What follows belongs to an exercise in optimizing a design on an open flow for small area, a short achievable clock period and few clock cycles; a production flow would make more cautious choices.
In this exercise RTL edits were held to simulation tests only and were not proved equivalent to the original.
Power figures rest on the tool's default switching activity, not on a simulated workload.

==> flow/design.v, too long to show whole: its modules and the start of the top module <==
// module alu: 43 lines
// module shifter: 30 lines
// module aoi222g: 3 lines
// module aoi22g: 3 lines
// module mux2ig: 3 lines
// module and2g: 3 lines
// module xor2g: 3 lines
// module xnor2g: 3 lines
// module a21oig: 3 lines
// module o21aig: 3 lines
// module ksadd14: 218 lines
// module ksadd32s: 719 lines
// module controller: 63 lines
// module reg32: 11 lines
// module regfile: 29 lines
// module reg32e: 8 lines
// module decode5: 13 lines
// module rdmux31: 26 lines
// module aoi222: 3 lines
// module nand2g: 3 lines
// module nand3g: 3 lines
// module nand4g: 3 lines
// module nor2g: 3 lines
// module inv1g: 3 lines
// module nor3g: 3 lines
// module ldconv: 13 lines
// module stconv: 5 lines
// module stbits: 7 lines
// module kappa3_light_core: 216 lines
// module mispred: 7 lines
// module ao221g: 3 lines
// module mux2g: 3 lines
// module dffe1: 8 lines
// module dffq: 7 lines
// module ctlff: 10 lines
// module add17: 5 lines
module kappa3_light_core(input         clock,
			 input 	       reset,
			 output [31:0] mem_addr,
			 output        mem_read,
			 output        mem_write,
			 output [31:0] mem_wrdata,
			 output [3:0]  mem_wrbits,
			 input [31:0]  mem_rddata);
  // ...
==> flow/flow/run.sh <==
#!/bin/bash
# Layout flow: the standard synthesis (standard.sh synth, unchanged), then
# the standard ORFS steps (standard.sh) with three changes:
#  - the port buffers are buf_4 cells instead of the cell buffer_ports picks
#    by default (a slow delay cell on this platform);
#  - timing repair aims for a larger setup margin, on the worst endpoints only;
#  - clock tree synthesis inserts no dummy loads (same buffers and clustering
#    as config.mk's CTS settings).
# make's output goes to flow_synth.log and flow_layout.log, each ORFS step's
# to orfs/logs/.
set -euo pipefail
cd "$(dirname "$0")/.."
bash standard.sh synth > flow_synth.log 2>&1
bash standard.sh "BUFFER_PORTS_ARGS=-buffer_cell sky130_fd_sc_hd__buf_4" \
     SETUP_SLACK_MARGIN=6.25 TNS_END_PERCENT=5 \
     "CTS_ARGS=-sink_clustering_enable -repair_clock_nets -buf_list sky130_fd_sc_hd__clkbuf_16 -sink_clustering_size 24 -sink_clustering_max_diameter 80 -dont_use_dummy_load" \
     finish > flow_layout.log 2>&1
==> flow/standard.sh <==
#!/bin/bash
# synth_recipe.tcl (not shown) runs the flow's synth.tcl, then flattens the netlist and writes it again
# the make line also repeats each setting of config.mk as NAME=value (left out here)
make -C /OpenROAD-flow-scripts/flow DESIGN_CONFIG=/design/flow/config.mk WORK_HOME=/design/flow/orfs CLKGATE_MAP_FILE= SYNTH_SCRIPT=/design/flow/synth_recipe.tcl "${@:-finish}"
==> flow/config.mk <==
export PLATFORM = sky130hd
export DESIGN_NAME = kappa3_light_core
export DESIGN_NICKNAME = kappa3_light_core
export VERILOG_FILES = /design/flow/design.v
export SDC_FILE = /design/flow/constraint.sdc
export NUM_CORES = 8
export LEC_CHECK = 0
export CAP_MARGIN = 25
export CORE_MARGIN = 2
export CORE_UTILIZATION = 60
export CTS_BUF_LIST = sky130_fd_sc_hd__clkbuf_16
export CTS_CLUSTER_DIAMETER = 80
export CTS_CLUSTER_SIZE = 24
export PLACE_DENSITY = 0.7
export SLEW_MARGIN = 40
export SYNTH_HIERARCHICAL = 1
==> flow/constraint.sdc <==
create_clock -name core_clock -period 10.0 [get_ports {clock}]
set_input_delay 2.0000 -clock core_clock [delete_from_list [all_inputs] [get_ports {clock}]]
set_output_delay 2.0000 -clock core_clock [all_outputs]
set_load 0.01 [all_outputs]
==> reports/results.tsv, run 1 <==
stage	metric	value	unit
worst_setup_path	reg2reg path depth	14	
pwr	Clock Power Share	16.2	%
clock_network	clock root cell	clkbuf_16	
placement	Placement Setup Slack	4730	ps
worst_setup_path	FF-to-FF setup slack	6070	ps
pwr	Sequential Power Share	46.6	%
global_routing	GR peak layer	met2	
worst_setup_path	crit path to	q_b.q[4]	
worst_setup_path	CP arrival	4590	ps
placement	DP HPWL	163000	µm
outcome	status	finished clean	
clock_network	CTS tree	built	
cells_and_area	bufs w/o clock	405	
global_routing	global-route met2 utilization	66.6	%
worst_setup_path	crit path launch type	primary input	
clock_network	Sink Count	1208	
detailed_routing	Routed met2 length	106000	µm
cells_and_area	top cell category	flip-flops and latches	
cells_and_area	design area	0.0709	mm²
floorplan	number of cell rows	118	
cells_and_area	final std cells w/o fill	6835	
placement	placed insts	6652	
detailed_routing	met3 wire length	41700	µm
worst_setup_path	Max FO, Critical Path	32	
cells_and_area	Clock buf/inv share	2.08	%
global_routing	vias in the first global route	48400	
cells_and_area	multi-input logic area	0.0287	mm²
cells_and_area	register area	0.0349	mm²
detailed_routing	DRT Pass-1 Iters	15	
floorplan	Die Area	0.106	mm²
pwr	Comb pwr share	37.2	%
global_routing	Remaining Overflow, GRT	0	
floorplan	Core ar.	0.103	mm²
yosys	Post-synth EDFFs	1055	
sta	Setup Skew	117	ps
placement	placed cell area	0.0659	mm²
Testbench counts, summed over its fixed seeds: cycles 653,986.
==> run 2, diff against run 1 <==
--- a/flow/flow/run.sh
+++ b/flow/flow/run.sh
@@ -12,6 +12,6 @@
 cd "$(dirname "$0")/.."
 bash standard.sh synth > flow_synth.log 2>&1
 bash standard.sh "BUFFER_PORTS_ARGS=-buffer_cell sky130_fd_sc_hd__buf_4" \
-     SETUP_SLACK_MARGIN=6.25 TNS_END_PERCENT=5 \
+     SETUP_SLACK_MARGIN=6.5 TNS_END_PERCENT=3 \
      "CTS_ARGS=-sink_clustering_enable -repair_clock_nets -buf_list sky130_fd_sc_hd__clkbuf_16 -sink_clustering_size 24 -sink_clustering_max_diameter 80 -dont_use_dummy_load" \
      finish > flow_layout.log 2>&1
==> reports/results.tsv, run 2 <==
stage	metric	value	unit	change
pwr	pwr dens	224	mW/mm²	was 226 mW/mm²
placement	DP HPWL	160000	µm	was 163000 µm
placement	placed insts	6636		was 6652
floorplan	number of cell rows	118		unchanged
sta	minimum clock period	3980	ps	was 3990 ps
floorplan	initial core utilization	60.2	%	unchanged
global_routing	vias in the first global route	48200		was 48.4k
global_routing	largest net degree at the start of global routing	98		unchanged
yosys	largest area contributor in the netlist	edfxtp_1		unchanged
job	MaxCap Viol Count	0		unchanged
placement	Port Buffers	88		unchanged
global_routing	initial antenna violation count	15		was 12
cells_and_area	P&R area growth vs syn	15.1	%	was 14.0%
cells_and_area	Biggest register	regfile_inst.g.r.out		unchanged
worst_setup_path	crit end category	register		unchanged
placement	Placement Setup Slack	4890	ps	was 4730 ps
sta	Worst-Margin Slew	928	ps	was 1030 ps
yosys	Avg Cell Area, Syn	12.1	µm²	unchanged
sta	final setup fails	0		unchanged
sta	fin. max-slew vios	0		unchanged
worst_setup_path	Crit path required time	10550	ps	was 10600 ps
sta	setup ws final	6020	ps	was 6010 ps
yosys	Area contributors post-synth	edfxtp_1, a222oi_1, nand2_1, dfxtp_1, mux2i_1		unchanged
cells_and_area	commonest non-fill, non-tap cell in the layout	edfxtp_1		unchanged
sta	Setup Skew	128	ps	was 117 ps
floorplan	Die Area	0.106	mm²	unchanged
clock_network	cts bufs inserted	60		was 59
floorplan	IO Count	104		unchanged
pwr	Max VDD drop	0.000253	V	was 0.000255 V
detailed_routing	DRT Pass-1 Iters	14		was 15
yosys	#FFs+latches synth	1208		unchanged
global_routing	first-pass GRT wire length	344000	µm	was 347000 µm
detailed_routing	DRC	0		unchanged
clock_network	Sink Count	1208		unchanged
cells_and_area	most frequent cells in the layout	edfxtp_1, nand2_1, a222oi_1, buf_4, nor2_1		unchanged
sta	max_slew headroom	38.0	%	was 30.9%
global_routing	GRT Total Usage	44.8	%	was 45.5%
worst_setup_path	Max FO, Critical Path	32		unchanged
placement	Placer Congestion	1.11		was 1.06
cells_and_area	max reg flops	992		unchanged
yosys	most frequent cells after synthesis	edfxtp_1, nand2_1, a222oi_1		unchanged
yosys	Post-synth EDFFs	1055		unchanged
pwr	LEAKAGE	26.6	nW	was 26.2 nW
clock_network	clock-pin slew on the worst setup and hold paths	100	ps	was 90 ps
yosys	predominant post-synthesis flop cell	edfxtp_1		unchanged
yosys	cell area after synthesis	0.0622	mm²	unchanged
yosys	count of cell types in the netlist	96		unchanged
yosys	count leader, synth	edfxtp_1		unchanged
yosys	asr flop ratio synth	2.32	%	unchanged
worst_setup_path	crit path launch type	primary input		unchanged
worst_setup_path	Worst Setup SP	mem_rddata[19]		was mem_rddata[21]
worst_setup_path	FF-to-FF setup slack	6100	ps	was 6070 ps
detailed_routing	Avg WL per Cell	36.3	µm	was 36.9 µm
yosys	register area share after synthesis	56.1	%	unchanged
yosys	Ys Warns	13		unchanged
floorplan	die height	326	µm	unchanged
clock_network	H-Tree Depth	2		unchanged
pwr	Sequential Power Share	46.8	%	was 46.6%
pwr	Clock Power Share	16.2	%	about the same
cells_and_area	final std cells w/o fill	6868		was 6835
floorplan	Core ar.	0.103	mm²	unchanged
clock_network	worst skew pair latency	760	ps	about the same
detailed_routing	Vias	53300		was 53.0k
clock_network	CTS tree	built		unchanged
sta	Max Clk Rate	251	MHz	about the same
outcome	status	finished clean		unchanged
pwr	Sw Share	39.0	%	was 39.6%
detailed_routing	WL final	250000	µm	was 252000 µm
worst_setup_path	critical path type	primary input to register		unchanged
clock_network	Max Root-Sink Buffers	3		unchanged
sta	post-route setup TNS	0	ps	unchanged
pwr	Power Internal	9.77	mW	was 9.69 mW
cells_and_area	share of cells above drive strength 1	22.6	%	about the same
worst_hold_path	Tightest Hold Check Type	register to register		unchanged
detailed_routing	DR vias/cell	7.77		was 7.75
clock_network	clock root cell	clkbuf_16		unchanged
sta	Final Cycle Share	39.8	%	was 39.9%
pwr	Comb pwr share	37.0	%	was 37.2%
yosys	cell count after synthesis	5142		unchanged
sta	unrepaired setup endpoints after global routing	yes		unchanged
pwr	Overall Power	16.0	mW	about the same
global_routing	Remaining Overflow, GRT	0		unchanged
worst_setup_path	Critical R2R Launch	q_sub.q		unchanged
floorplan	Die X	326	µm	unchanged
worst_setup_path	CP arrival	4530	ps	was 4590 ps
sta	final hold violation count	0		unchanged
detailed_routing	DRT iter0 DRCs	13300		was 12.6k
cells_and_area	nets	5602		was 5565
yosys	share of the synthesized area in the top cell type	51.0	%	unchanged
detailed_routing	Antenna Nets Post-Route	0		unchanged
pwr	sw power	6.25	mW	was 6.34 mW
worst_hold_path	beginning of the worst hold path	e_f3[2]		unchanged
run 2: worst max-delay path: stages:
cell and delay (ps):
buf_6 240, nand4b_1 220, buf_4 150, a21oi_4 50
buf_4 270, a222oi_1 560, nand2_1 210, nor2_4 200
nand3_1 220, a221o_1 360
run 2: cell type report:
cell class	instances	area (µm²)
tap	1380	1730
fill	7375	31700
inverter	165	622
antenna	4	10.0
multi-input combinational	3610	28700
timing repair buffer	441	4060
sequential	1208	34900
clock buffer	60	1500
run 2: cell families (layout without fill, tap and decap cells):
logic type	count (synthesis)	in the layout	share of synthesized area (%)
adders and majority gates	82	82	1.66
buffers and inverters	380	666	3.28
AOI/OAI and AO/OA	1458	1458	20.2
and+or+nand+nor	1533	1534	11.0
muxes	280	280	4.86
xor gates and xnor gates	198	198	2.79
DFF	1208	1208	56.1
other	3	62	0.0181
run 2: path summary, 6_finish.rpt:
kind	endpoint	cells after the start
setup / recovery	q_a.q[16]	10
hold / removal	m_f3[2]	0
setup reg to reg	q_a.q[8]	14
hold reg to reg	m_f3[2]	0
max in group asynchronous	m_ld	1
min in group asynchronous	fpc[4]	1
run 2: repair_timing:
| item | 4_1_cts | 5_1_grt |
|---|---|---|
| setup endpoints to repair | 184 | 324 |
| cloned | 8 | 5 |
| buffers inserted | 89 | 59 |
| hold buffers | 0 | 0 |
| pin swaps | 90 | 88 |
| hold endpoints to repair | 0 | 0 |
| resized for setup | 312 | 222 |
run 2: metrics by stage:
stage	hold slack, ps	util [%]	cell area [µm²]
floorplan	400	-	62600
global placement	402	63.6	65600
detailed placement	424	63.7	65700
CTS	443	67.6	69800
global route	445	69.3	71500
finish	444	69.3	71500
run 2: routing by layer:
layer	global-route usage (%)	routed length [µm]	share of wire, %
met1	57.5	82000	33
met2	67.4	108000	43
met3	13.0	38500	15
met4	27.1	21300	8.5
met5	0.665	199	0.080
run 2: power groups by stage:
stage / Clock (mW) / Sequential, mW / Combinational (mW)
after floorplan: 0 / 7.35 / 3.14
after global placement: 0 / 7.50 / 5.13
after detailed placement: 0 / 7.53 / 5.20
after CTS: 2.59 / 7.44 / 5.48
after global routing: 2.75 / 7.52 / 6.12
final: 2.60 / 7.50 / 5.92
run 2: Yosys stat by module, one instance, submodules excluded, excerpt:
module             cells  copies in the design  flip-flops and latches
stbits                 7                     1                       0
aoi222g                1                    32                       0
decode5               47                     3                       0
controller           151                     1                       0
kappa3_light_core    902                     1                     136
aoi222                 1                   640                       0
nand2g                 1                   504                       0
nor2g                  1                   258                       0
shifter               34                     1                       0
dffe1                  1                     1                       1
mux2ig                 1                   192                       0
mux2g                  1                    28                       0
inv1g                  1                    80                       0
o21aig                 1                    89                       0
==> run 3, diff against run 2 <==
--- a/flow/flow/run.sh
+++ b/flow/flow/run.sh
@@ -12,6 +12,6 @@
 cd "$(dirname "$0")/.."
 bash standard.sh synth > flow_synth.log 2>&1
 bash standard.sh "BUFFER_PORTS_ARGS=-buffer_cell sky130_fd_sc_hd__buf_4" \
-     SETUP_SLACK_MARGIN=6.5 TNS_END_PERCENT=3 \
+     SETUP_SLACK_MARGIN=6.5 TNS_END_PERCENT=5 \
      "CTS_ARGS=-sink_clustering_enable -repair_clock_nets -buf_list sky130_fd_sc_hd__clkbuf_16 -sink_clustering_size 24 -sink_clustering_max_diameter 80 -dont_use_dummy_load" \
      finish > flow_layout.log 2>&1
--- a/flow/config.mk
+++ b/flow/config.mk
@@ -12,5 +12,5 @@
 export CTS_CLUSTER_DIAMETER = 80
 export CTS_CLUSTER_SIZE = 24
 export PLACE_DENSITY = 0.7
-export SLEW_MARGIN = 40
+export SLEW_MARGIN = 70
 export SYNTH_HIERARCHICAL = 1
==> reports/results.tsv, run 3 <==
stage	metric	value	unit	change
outcome	status	finished clean		unchanged
placement	Placer Congestion	1.02		was 1.11
clock_network	hold buffer count at CTS	0		unchanged
worst_setup_path	Max FO, Critical Path	32		unchanged
floorplan	die height	326	µm	unchanged
pwr	Max VDD drop	0.000214	V	was 0.000253 V
clock_network	clock root cell	clkbuf_16		unchanged
clock_network	Max Root-Sink Buffers	3		unchanged
cells_and_area	commonest non-fill, non-tap cell in the layout	edfxtp_1		unchanged
floorplan	Die Area	0.106	mm²	unchanged
yosys	asr flop ratio synth	2.32	%	unchanged
sta	final hold violation count	0		unchanged
worst_setup_path	CP arrival	4430	ps	was 4530 ps
clock_network	cts bufs inserted	61		was 60
floorplan	Core ar.	0.103	mm²	unchanged
sta	Final Cycle Share	38.3	%	was 39.8%
sta	max_slew headroom	65.7	%	was 38.0%
global_routing	Remaining Overflow, GRT	0		unchanged
sta	Worst-Margin Slew	514	ps	was 928 ps
job	MaxCap Viol Count	0		unchanged
yosys	#FFs+latches synth	1208		unchanged
sta	fin. max-slew vios	0		unchanged
worst_hold_path	Tightest Hold Check Type	register to register		unchanged
placement	Port Buffers	88		unchanged
yosys	share of the synthesized area in the top cell type	51.0	%	unchanged
detailed_routing	DRT iter0 DRCs	13800		was 13.3k
cells_and_area	P&R area growth vs syn	19.0	%	was 15.1%
pwr	LEAKAGE	27.5	nW	was 26.6 nW
clock_network	CTS tree	built		unchanged
clock_network	clock-pin slew on the worst setup and hold paths	100	ps	about the same
detailed_routing	Antenna Nets Post-Route	0		unchanged
sta	Max Clk Rate	261	MHz	was 251 MHz
yosys	cell count after synthesis	5142		unchanged
yosys	predominant post-synthesis flop cell	edfxtp_1		unchanged
clock_network	Sink Count	1208		unchanged
cells_and_area	share of cells above drive strength 1	25.8	%	was 22.6%
sta	minimum clock period	3830	ps	was 3980 ps
worst_setup_path	crit end category	register		unchanged
worst_setup_path	crit path launch type	primary input		unchanged
sta	post-route setup TNS	0	ps	unchanged
detailed_routing	DRT Pass-1 Iters	14		unchanged
global_routing	largest net degree at the start of global routing	64		was 98
yosys	most frequent cells after synthesis	edfxtp_1, nand2_1, a222oi_1		unchanged
floorplan	initial core utilization	60.2	%	unchanged
cells_and_area	nets	5705		was 5602
cells_and_area	post-layout util	71.7	%	was 69.3%
sta	final setup fails	0		unchanged
global_routing	vias in the first global route	50500		was 48.2k
clock_network	H-Tree Depth	2		unchanged
global_routing	GRT Total Usage	47.8	%	was 44.8%
yosys	Ys Warns	13		unchanged
yosys	Area contributors post-synth	edfxtp_1, a222oi_1, nand2_1, dfxtp_1, mux2i_1		unchanged
sta	unrepaired setup endpoints after global routing	yes		unchanged
worst_setup_path	Crit path required time	10610	ps	was 10550 ps
worst_setup_path	critical path type	primary input to register		unchanged
yosys	count leader, synth	edfxtp_1		unchanged
yosys	count of cell types in the netlist	96		unchanged
floorplan	Die X	326	µm	unchanged
yosys	Avg Cell Area, Syn	12.1	µm²	unchanged
clock_network	worst skew pair latency	790	ps	was 760 ps
global_routing	first-pass GRT wire length	364000	µm	was 344000 µm
yosys	largest area contributor in the netlist	edfxtp_1		unchanged
sta	Setup Skew	152	ps	was 128 ps
detailed_routing	Vias	55000		was 53.3k
floorplan	number of cell rows	118		unchanged
placement	DP HPWL	164000	µm	was 160000 µm
cells_and_area	max reg flops	992		unchanged
detailed_routing	WL final	267000	µm	was 250000 µm
detailed_routing	DR vias/cell	7.88		was 7.77
detailed_routing	Avg WL per Cell	38.2	µm	was 36.3 µm
floorplan	IO Count	104		unchanged
yosys	Post-synth EDFFs	1055		unchanged
cells_and_area	Biggest register	regfile_inst.g.r.out		unchanged
cells_and_area	most frequent cells in the layout	edfxtp_1, nand2_1, a222oi_1, buf_4, nor2_1		unchanged
yosys	register area share after synthesis	56.1	%	unchanged
global_routing	initial antenna violation count	13		was 15
yosys	cell area after synthesis	0.0622	mm²	unchanged
pwr	pwr dens	224	mW/mm²	about the same
detailed_routing	DRC	0		unchanged
==> run 3: cell count changes in the layout (fill, tap and decap cells not counted), moves of 20 or more <==
cell	delta
dfxtp_2	+30
buf_4	-55
buf_6	+27
dfxtp_1	-32
buf_8	+56
nor2_1	-20
==> run 3: through the flow <==
stage | hold slack, ps | instance area [µm²] | std cells | total power, mW | worst slack, ps
floorplan | 400 | 62600 | 5197 | 10.5 | 5430
global placement | 404 | 65600 | 6627 | 12.7 | 4930
detailed placement | 408 | 67400 | 6696 | 13.1 | 5130
CTS | 436 | 71600 | 6860 | 15.9 | 6350
global route | 453 | 74000 | 6967 | 16.9 | 6190
finish | 437 | 74000 | 6978 | 16.6 | 6170
==> run 3: per-layer routing <==
| layer | vias to the layer above | part of all wire, % | track usage, % |
|---|---|---|---|
| li1 | 21600 | - | - |
| met1 | 26300 | 32 | 58.3 |
| met2 | 5579 | 42 | 69.6 |
| met3 | 1452 | 16 | 16.6 |
| met4 | 14 | 11 | 37.0 |
| met5 | - | 0.081 | 0.887 |
==> run 3: worst max-delay path: stages <==
cell and delay (ps):
buf_8 170, nand2b_4 260, o21ai_2 110, clkbuf_8 290, a222oi_1 580, nand2_1 190
nor2_2 200, nand3_1 200, a221o_1 350
==> run 3: worst paths after layout <==
path | slack, ps | cells past startpoint | to | from
worst max-delay path | 6170 | 9 | q_b.q[18] | mem_rddata[20]
worst max register to register | 6240 | 16 | fpc[12] | q_sub.q
max in group asynchronous | 8490 | 1 | init | reset
worst min register to register | 440 | 0 | m_f3[2] | e_f3[2]
min in group asynchronous | 1180 | 1 | fpc[12] | reset
worst min-delay path | 440 | 0 | m_f3[2] | e_f3[2]
==> run 3: what timing repair did <==
action / 4_1_cts / 5_1_grt
setup buffers: 96 / 71
endpoints found under the setup margin: 125 / 244
cloned: 7 / 12
resized for setup: 343 / 208
pin swaps: 71 / 114
==> run 3: area by class of cell <==
class                      instances  area, µm²
antenna                           11       27.5
multi-input combinational       3610      29200
inverter                         165        624
tap                             1380       1730
sequential                      1208      35000
fill                            7035      29200
clock buffer                      61       1530
timing repair buffer             543       5890
==> run 3: where the power goes <==
part / internal (mW) / leakage [nW] / total [mW] / switching, mW
Clock: 1.08 / 0.752 / 2.65 / 1.57
Sequential: 6.78 / 12.5 / 7.53 / 0.750
Combinational: 2.19 / 14.3 / 6.40 / 4.21
Total: 10.0 / 27.5 / 16.6 / 6.53
==> run 3: kinds of logic (layout without fill, tap and decap cells) <==
family	count (synthesis)	count (layout)	share of synthesized area, %
DFF	1208	1208	56.1
adders and majority gates	82	82	1.66
other	3	69	0.0181
and+or+nand+nor	1533	1534	11.0
AOI/OAI and AO/OA	1458	1458	20.2
muxes	280	280	4.86
xor gates and xnor gates	198	198	2.79
buffers and inverters	380	769	3.28
==> run 3: per-module statistics from Yosys (local to each module, per instance), a selection <==
module	flops+latches	cells	times used	cell area (µm²)
reg32e	32	32	31	961
controller	0	151	1	915
add17	0	100	1	762
ldconv	0	98	1	742
decode5	0	47	3	275
aoi222	0	1	640	10.0
ao221g	0	1	69	10.0
regfile	0	2	1	7.51
ksadd14	0	1	2	7.51
o21aig	0	1	89	5.00
inv1g	0	1	80	3.75
==> run 4, diff against run 3 <==
--- a/flow/config.mk
+++ b/flow/config.mk
@@ -7,10 +7,10 @@
 export LEC_CHECK = 0
 export CAP_MARGIN = 25
 export CORE_MARGIN = 2
-export CORE_UTILIZATION = 60
+export CORE_UTILIZATION = 55
 export CTS_BUF_LIST = sky130_fd_sc_hd__clkbuf_16
 export CTS_CLUSTER_DIAMETER = 80
 export CTS_CLUSTER_SIZE = 24
-export PLACE_DENSITY = 0.7
-export SLEW_MARGIN = 70
+export PLACE_DENSITY = 0.66
+export SLEW_MARGIN = 25
 export SYNTH_HIERARCHICAL = 1
==> reports/results.tsv, run 4 <==
stage	metric	value	unit	change
pwr	Overall Power	16.0	mW	was 16.6 mW
cells_and_area	nets	5538		was 5705
yosys	Area contributors post-synth	edfxtp_1, a222oi_1, nand2_1, dfxtp_1, mux2i_1		unchanged
clock_network	Sink Count	1208		unchanged
yosys	count leader, synth	edfxtp_1		unchanged
pwr	Comb pwr share	36.5	%	was 38.6%
cells_and_area	share of cells above drive strength 1	21.3	%	was 25.8%
clock_network	cts bufs inserted	61		unchanged
floorplan	number of cell rows	123		was 118
clock_network	clock root cell	clkbuf_16		unchanged
sta	final setup fails	0		unchanged
detailed_routing	DRC	0		unchanged
pwr	pwr dens	226	mW/mm²	was 224 mW/mm²
cells_and_area	commonest non-fill, non-tap cell in the layout	edfxtp_1		unchanged
worst_setup_path	critical path type	register to register		was primary input to register
clock_network	Max Root-Sink Buffers	3		unchanged
global_routing	Remaining Overflow, GRT	0		unchanged
floorplan	IO Count	104		unchanged
global_routing	GRT Total Usage	43.3	%	was 47.8%
detailed_routing	DRT iter0 DRCs	13200		was 13.8k
pwr	LEAKAGE	26.2	nW	was 27.5 nW
global_routing	largest net degree at the start of global routing	98		was 64
placement	placed cell area	0.0658	mm²	was 0.0674 mm²
worst_setup_path	crit end category	register		unchanged
floorplan	die height	340	µm	was 326 µm
detailed_routing	DR vias/cell	7.67		was 7.88
sta	Max Clk Rate	253	MHz	was 261 MHz
yosys	Ys Warns	13		unchanged
pwr	Power Internal	9.71	mW	was 10.0 mW
floorplan	Die X	340	µm	was 326 µm
worst_setup_path	reg2reg path depth	12		was 16
job	MaxCap Viol Count	0		unchanged
pwr	Clock Power Share	16.6	%	was 16.0%
global_routing	first-pass GRT wire length	359000	µm	was 364000 µm
clock_network	H-Tree Depth	2		unchanged
detailed_routing	Vias	53100		was 55.0k
pwr	Max VDD drop	0.000186	V	was 0.000214 V
detailed_routing	DRT Pass-1 Iters	15		was 14
detailed_routing	Antenna Nets Post-Route	0		unchanged
placement	DP HPWL	163000	µm	was 164000 µm
cells_and_area	P&R area growth vs syn	13.8	%	was 19.0%
worst_setup_path	Max FO, Critical Path	10		was 32
sta	Setup Skew	144	ps	was 152 ps
cells_and_area	multi-input logic area	0.0283	mm²	was 0.0292 mm²
yosys	most frequent cells after synthesis	edfxtp_1, nand2_1, a222oi_1		unchanged
clock_network	worst skew pair latency	760	ps	was 790 ps
worst_setup_path	crit path launch type	register		was primary input
placement	Placer Congestion	0.997		was 1.02
yosys	cell area after synthesis	0.0622	mm²	unchanged
sta	post-route setup TNS	0	ps	unchanged
cells_and_area	Biggest register	regfile_inst.g.r.out		unchanged
worst_setup_path	Reg-to-Reg End	q_a.q[28]		was fpc[12]
global_routing	vias in the first global route	49500		was 50.5k
yosys	predominant post-synthesis flop cell	edfxtp_1		unchanged
yosys	#FFs+latches synth	1208		unchanged
floorplan	Die Area	0.116	mm²	was 0.106 mm²
cells_and_area	design area	0.0708	mm²	was 0.0740 mm²
yosys	largest area contributor in the netlist	edfxtp_1		unchanged
cells_and_area	FILL cells	8711		was 7035
yosys	Avg Cell Area, Syn	12.1	µm²	unchanged
detailed_routing	Avg WL per Cell	38.2	µm	about the same
floorplan	initial core utilization	55.3	%	was 60.2%
clock_network	CTS tree	built		unchanged
cells_and_area	most frequent cells in the layout	edfxtp_1, nand2_1, a222oi_1, buf_4, nor2_1		unchanged
sta	Worst-Margin Slew	1110	ps	was 514 ps
pwr	Sw Share	39.2	%	was 39.4%
detailed_routing	WL final	264000	µm	was 267000 µm
worst_setup_path	Crit path required time	10590	ps	was 10610 ps
cells_and_area	final std cells w/o fill	6925		was 6978
sta	max_slew headroom	25.7	%	was 65.7%
yosys	Post-synth EDFFs	1055		unchanged
sta	final hold violation count	0		unchanged
yosys	asr flop ratio synth	2.32	%	unchanged
floorplan	Core ar.	0.112	mm²	was 0.103 mm²
placement	placed insts	6752		was 6696
sta	minimum clock period	3950	ps	was 3830 ps
clock_network	clock-pin slew on the worst setup and hold paths	100	ps	about the same
yosys	cell count after synthesis	5142		unchanged
worst_setup_path	crit path to	q_a.q[28]		was q_b.q[18]
worst_setup_path	CP arrival	4540	ps	was 4430 ps
yosys	share of the synthesized area in the top cell type	51.0	%	unchanged
worst_hold_path	Tightest Hold Check Type	register to register		unchanged
worst_setup_path	FF-to-FF setup slack	6050	ps	was 6240 ps
outcome	status	finished clean		unchanged
placement	Port Buffers	88		unchanged
cells_and_area	max reg flops	992		unchanged
worst_setup_path	Worst Setup SP	q_sub.q		was mem_rddata[20]
pwr	sw power	6.26	mW	was 6.53 mW
cells_and_area	post-layout util	63.0	%	was 71.7%
yosys	count of cell types in the netlist	96		unchanged
sta	Final Cycle Share	39.5	%	was 38.3%
yosys	register area share after synthesis	56.1	%	unchanged
pwr	Sequential Power Share	46.9	%	was 45.4%
cells_and_area	register area	0.0349	mm²	was 0.0350 mm²
sta	fin. max-slew vios	0		unchanged
sta	unrepaired setup endpoints after global routing	yes		unchanged
worst_setup_path	Critical R2R Launch	q_sub.q		unchanged
global_routing	initial antenna violation count	11		was 13
==> run 4: metrics by stage <==
step / hold slack [ps] / worst slack [ps]
detailed placement: 425 / 4990
floorplan: 400 / 5430
finish: 433 / 6050
global route: 445 / 6080
global placement: 405 / 5020
CTS: 436 / 6170
==> run 4: layer usage <==
| metal | track usage, % | up-vias | share of wire (%) |
|---|---|---|---|
| li1 | - | 21300 | - |
| met5 | 1.06 | - | 0.12 |
| met2 | 63.5 | 5042 | 42 |
| met1 | 53.5 | 25500 | 33 |
| met3 | 13.6 | 1235 | 15 |
| met4 | 32.8 | 12 | 9.5 |
==> run 4: critical path: stages, from the launching register on <==
cell	delay [ps]
edfxtp_1	470
clkbuf_16	240
xor2_2	300
xor2_2	320
nand2_1	170
o21ai_1	370
a21oi_2	110
o21ai_1	180
a21oi_2	60
xnor2_1	130
a222oi_1	710
nand2_1	400
a221o_1	380
==> run 4: worst min-delay path by stage <==
stage                 start       to  slack, ps  cells past startpoint
global placement    e_f3[2]  m_f3[2]        410                      0
global route        e_f3[2]  m_f3[2]        450                      0
CTS                 e_f3[2]  m_f3[2]        440                      0
finish              e_f3[2]  m_f3[2]        430                      0
floorplan           e_f3[2]  m_f3[2]        400                      0
detailed placement  e_f3[2]  m_f3[2]        430                      0
==> run 4: layout make-up <==
cell class | instances | share of cell area, %
Antenna cell | 5 | 0.0177
Clock buffer | 61 | 2.16
Inverter | 165 | 0.879
Multi-Input combinational cell | 3610 | 40.0
Sequential cell | 1208 | 49.3
Tap cell | 1500 | 2.65
Timing Repair Buffer | 376 | 4.95
==> run 4: power by group through the flow <==
stage / Sequential (mW) / Clock, mW / Combinational, mW
floorplan: 7.35 / 0 / 3.14
global placement: 7.51 / 0 / 5.20
detailed placement: 7.52 / 0 / 5.25
CTS: 7.41 / 2.64 / 5.37
global route: 7.52 / 2.81 / 6.03
finish: 7.49 / 2.65 / 5.82
==> run 4: logic make-up (layout without fill, tap and decap cells) <==
group,after synthesis,in the layout,share of synthesized area [%]
AND/OR/NAND/NOR,1533,1534,11.0
AO/OA/AOI/OAI,1458,1458,20.2
flip-flops,1208,1208,56.1
buffers and inverters,380,602,3.28
multiplexers,280,280,4.86
XOR/XNOR,198,198,2.79
adder cells (fa/ha/maj),82,82,1.66
other,3,63,0.0181
==> run 4: repair_timing <==
action | 4_1_cts | 5_1_grt
pin swaps | 23 | 105
buffers inserted | 29 | 64
hold buffers | 0 | 0
gates resized for setup | 163 | 298
endpoints found under the setup margin | 267 | 530
gates cloned | 0 | 14
==> run 4: modules after synthesis (local to each module, per instance), a selection <==
module | cell area [µm²] | cells | copies in the design
aoi22g | 12.5 | 1 | 1
aoi222 | 10.0 | 1 | 640
stbits | 43.8 | 7 | 1
o21aig | 5.00 | 1 | 89
ctlff | 25.0 | 1 | 10
and2g | 6.26 | 1 | 58
ao221g | 10.0 | 1 | 69
dffe1 | 30.0 | 1 | 1
stconv | 449 | 53 | 1
mux2g | 15.0 | 1 | 28
inv1g | 3.75 | 1 | 80
aoi222g | 10.0 | 1 | 32
==> run 5, diff against run 4 <==
--- a/flow/config.mk
+++ b/flow/config.mk
@@ -7,10 +7,10 @@
 export LEC_CHECK = 0
 export CAP_MARGIN = 25
 export CORE_MARGIN = 2
-export CORE_UTILIZATION = 55
+export CORE_UTILIZATION = 63
 export CTS_BUF_LIST = sky130_fd_sc_hd__clkbuf_16
 export CTS_CLUSTER_DIAMETER = 80
 export CTS_CLUSTER_SIZE = 24
-export PLACE_DENSITY = 0.66
-export SLEW_MARGIN = 25
+export PLACE_DENSITY = 0.72
+export SLEW_MARGIN = 40
 export SYNTH_HIERARCHICAL = 1
==> reports/results.tsv, run 5 <==
stage	metric	value	unit	change
outcome	status	finished clean		unchanged
cells_and_area	P&R area growth vs syn	15.7	%	was 13.8%
yosys	cell count after synthesis	5142		unchanged
detailed_routing	DRC	0		unchanged
yosys	cell area after synthesis	0.0622	mm²	unchanged
clock_network	cts bufs inserted	61		unchanged
yosys	register area share after synthesis	56.1	%	unchanged
floorplan	Die Area	0.101	mm²	was 0.116 mm²
placement	Port Buffers	88		unchanged
floorplan	Die X	318	µm	was 340 µm
global_routing	GRT Total Usage	48.5	%	was 43.3%
detailed_routing	WL final	258000	µm	was 264000 µm
clock_network	CTS tree	built		unchanged
detailed_routing	Antenna Nets Post-Route	0		unchanged
yosys	count of cell types in the netlist	96		unchanged
job	MaxCap Viol Count	0		unchanged
floorplan	IO Count	104		unchanged
worst_setup_path	Critical R2R Launch	e_op[1]		was q_sub.q
sta	post-route setup TNS	0	ps	unchanged
sta	Max Clk Rate	257	MHz	was 253 MHz
clock_network	clock-pin slew on the worst setup and hold paths	110	ps	was 100 ps
worst_setup_path	crit path to	q_b.q[16]		was q_a.q[28]
yosys	#FFs+latches synth	1208		unchanged
cells_and_area	commonest non-fill, non-tap cell in the layout	edfxtp_1		unchanged
yosys	asr flop ratio synth	2.32	%	unchanged
placement	DP HPWL	163000	µm	about the same
worst_hold_path	Tightest Hold Check Type	register to register		unchanged
worst_setup_path	FF-to-FF setup slack	6150	ps	was 6050 ps
yosys	Ys Warns	13		unchanged
floorplan	initial core utilization	63.4	%	was 55.3%
cells_and_area	Biggest register	regfile_inst.g.r.out		unchanged
worst_setup_path	critical path type	primary input to register		was register to register
clock_network	clock root cell	clkbuf_16		unchanged
yosys	largest area contributor in the netlist	edfxtp_1		unchanged
worst_setup_path	Max FO, Critical Path	32		was 10
detailed_routing	DR vias/cell	7.92		was 7.67
global_routing	first-pass GRT wire length	353000	µm	was 359000 µm
floorplan	die height	318	µm	was 340 µm
global_routing	largest net degree at the start of global routing	98		unchanged
clock_network	H-Tree Depth	2		unchanged
worst_setup_path	crit path launch type	primary input		was register
sta	minimum clock period	3900	ps	was 3950 ps
yosys	Post-synth EDFFs	1055		unchanged
sta	final hold violation count	0		unchanged
clock_network	hold buffer count at CTS	0		unchanged
sta	Worst-Margin Slew	1050	ps	was 1110 ps
yosys	predominant post-synthesis flop cell	edfxtp_1		unchanged
detailed_routing	DRT iter0 DRCs	13500		was 13.2k
detailed_routing	DRT Pass-1 Iters	14		was 15
worst_setup_path	Worst Setup SP	mem_rddata[24]		was q_sub.q
yosys	most frequent cells after synthesis	edfxtp_1, nand2_1, a222oi_1		unchanged
floorplan	Core ar.	0.0981	mm²	was 0.112 mm²
pwr	LEAKAGE	26.7	nW	was 26.2 nW
yosys	count leader, synth	edfxtp_1		unchanged
cells_and_area	most frequent cells in the layout	edfxtp_1, nand2_1, a222oi_1, buf_4, nor2_1		unchanged
detailed_routing	Avg WL per Cell	38.1	µm	was 38.2 µm
clock_network	Max Root-Sink Buffers	3		unchanged
clock_network	worst skew pair latency	760	ps	about the same
sta	final setup fails	0		unchanged
sta	Final Cycle Share	39.0	%	was 39.5%
global_routing	vias in the first global route	48500		was 49.5k
worst_setup_path	Reg-to-Reg End	q_b.q[7]		was q_a.q[28]
global_routing	initial antenna violation count	14		was 11
worst_setup_path	CP arrival	4480	ps	was 4540 ps
pwr	Overall Power	16.3	mW	was 16.0 mW
yosys	Avg Cell Area, Syn	12.1	µm²	unchanged
yosys	Area contributors post-synth	edfxtp_1, a222oi_1, nand2_1, dfxtp_1, mux2i_1		unchanged
yosys	share of the synthesized area in the top cell type	51.0	%	unchanged
detailed_routing	Vias	53700		was 53.1k
cells_and_area	nets	5601		was 5538
placement	Placer Congestion	1.03		was 0.997
sta	Setup Skew	135	ps	was 144 ps
worst_setup_path	reg2reg path depth	11		was 12
cells_and_area	share of cells above drive strength 1	24.1	%	was 21.3%
sta	max_slew headroom	29.9	%	was 25.7%
pwr	Max VDD drop	0.000212	V	was 0.000186 V
clock_network	Sink Count	1208		unchanged
worst_setup_path	crit end category	register		unchanged
worst_setup_path	Crit path required time	10580	ps	was 10590 ps
global_routing	Remaining Overflow, GRT	0		unchanged
floorplan	number of cell rows	115		was 123
pwr	pwr dens	226	mW/mm²	about the same
sta	unrepaired setup endpoints after global routing	yes		unchanged
cells_and_area	max reg flops	992		unchanged
sta	fin. max-slew vios	0		unchanged
## run 5: changes by cell type in the layout (fill, tap and decap cells not counted), moves of 19 or more
cell and delta:
nor2_1 -45, mux2i_1 -31, o21ai_1 -19, buf_4 +26
nor2_4 +26, nor2_2 +19, mux2i_2 +23
## run 5: kinds of logic after synthesis
| family | after synthesis | share of synthesized area (%) |
|---|---|---|
| AND/OR/NAND/NOR | 1533 | 11.0 |
| other | 3 | 0.0181 |
| AO/OA/AOI/OAI | 1458 | 20.2 |
| multiplexers | 280 | 4.86 |
| flip-flops | 1208 | 56.1 |
| buffers and inverters | 380 | 3.28 |
| adder cells (fa/ha/maj) | 82 | 1.66 |
| XOR/XNOR | 198 | 2.79 |
## run 5: worst max-delay path, stage by stage
cell and delay (ps):
buf_8 190, nand4b_1 190, buf_4 140, a21oi_2 50, buf_4 300, a222oi_1 520
nand2_1 190, nor2_1 210, nand3_1 260, a221o_1 380
## run 5: worst min-delay path by stage
stage	start	end	cells after the start	slack, ps
after floorplan	e_f3[2]	m_f3[2]	0	400
after detailed placement	e_f3[2]	m_f3[2]	0	410
after global routing	e_f3[2]	m_f3[2]	0	410
after CTS	e_f3[2]	m_f3[2]	0	410
after global placement	e_f3[2]	m_f3[2]	0	400
final	e_f3[2]	m_f3[2]	0	410
## run 5: repair_timing
action	in CTS	in global routing
endpoints found under the hold margin	0	0
setup buffers	72	75
endpoints found under the setup margin	440	677
cloned	5	13
pin swaps	71	120
gates resized for setup	284	396
## run 5: stage by stage
step | setup WS [ps] | hold WS, ps | util (%) | instance area, µm² | cells
finish | 6100 | 405 | 73.3 | 71900 | 6779
global route | 6020 | 410 | 73.3 | 71900 | 6770
CTS | 6250 | 406 | 70.5 | 69200 | 6678
detailed placement | 4920 | 407 | 66.8 | 65600 | 6540
global placement | 4980 | 405 | 66.7 | 65500 | 6532
floorplan | 5430 | 400 | - | 62600 | 5197
## run 5: cell type report
type                    count  area, µm²
fillers                  6586      26200
flip-flops and latches   1208      34900
clock buffers              61       1530
multi-input cells        3611      29100
diodes                      9       22.5
inverters                 165        622
well taps                1287       1610
repair buffers            438       4170
## run 5: metal layers
layer	track usage, %	vias up	part of all wire [%]
met1	60.4	25700	32
met2	71.6	5231	42
li1	-	21400	-
met5	0.898	-	0.081
met4	35.3	18	10
met3	15.2	1278	16
## run 5: where the power goes
part | leakage [nW] | switching, mW | total (mW) | internal (mW)
combinational | 13.4 | 4.12 | 6.10 | 1.98
clock | 0.752 | 1.55 | 2.63 | 1.08
sequential | 12.5 | 0.783 | 7.55 | 6.77
total | 26.7 | 6.46 | 16.3 | 9.83
## run 5: modules after synthesis (local to each module, per instance), a selection
module,flops+latches,area [µm²],cells inside
stbits,0,43.8,7
add17,0,762,100
nor2g,0,3.75,1
nand2g,0,3.75,1
xor2g,0,8.76,1
nand3g,0,5.00,1
xnor2g,0,8.76,1
aoi222,0,10.0,1
ao221g,0,10.0,1
o21aig,0,5.00,1
dffe1,1,30.0,1
ctlff,1,25.0,1
mux2ig,0,10.0,1
kappa3_light_core,136,7830,902

[port drivers added, routing unchanged]
How much do the figures lean on ideal ports? The routed layouts below were timed once more, with nothing changed but the port constraints.
Step 1: set_driving_cell puts a clkbuf_16 on clock and a buf_2 on each other input, an assumption about the parent block.
Step 2, shift: input delay + t, output delay - t, t = (earliest + latest rising clock arrival at the registers) / 2. This alone moves slack from input paths to output paths.
Three values: no drivers, after step 1, after step 2; two values: the first two.
run	shift t [ns]	setup WS [ns]	worst setup path at the end	clock arrival spread, ns	worst slew at a driven data input, ns
run 1	0.775	6.009 / 6.055 / 5.280	input to register	0.117 / 0.118	0.05
run 2	0.761	6.020 / 6.051 / 5.290	input to register	0.128 / 0.128	0.09
run 3	0.793	6.175 / 6.203 / 5.410	input to register	0.156 / 0.155	0.13
run 4	0.761	6.049 / 6.049 / 5.306	input to register	0.144 / 0.145	0.23
run 5	0.776	6.104 / 6.123 / 5.347	input to register	0.140 / 0.140	0.07
After both steps setup and hold are still met in every run listed. For run 3, which loses most, drivers alone change the setup slack by +0.028 ns; drivers and shift together by -0.765 ns.
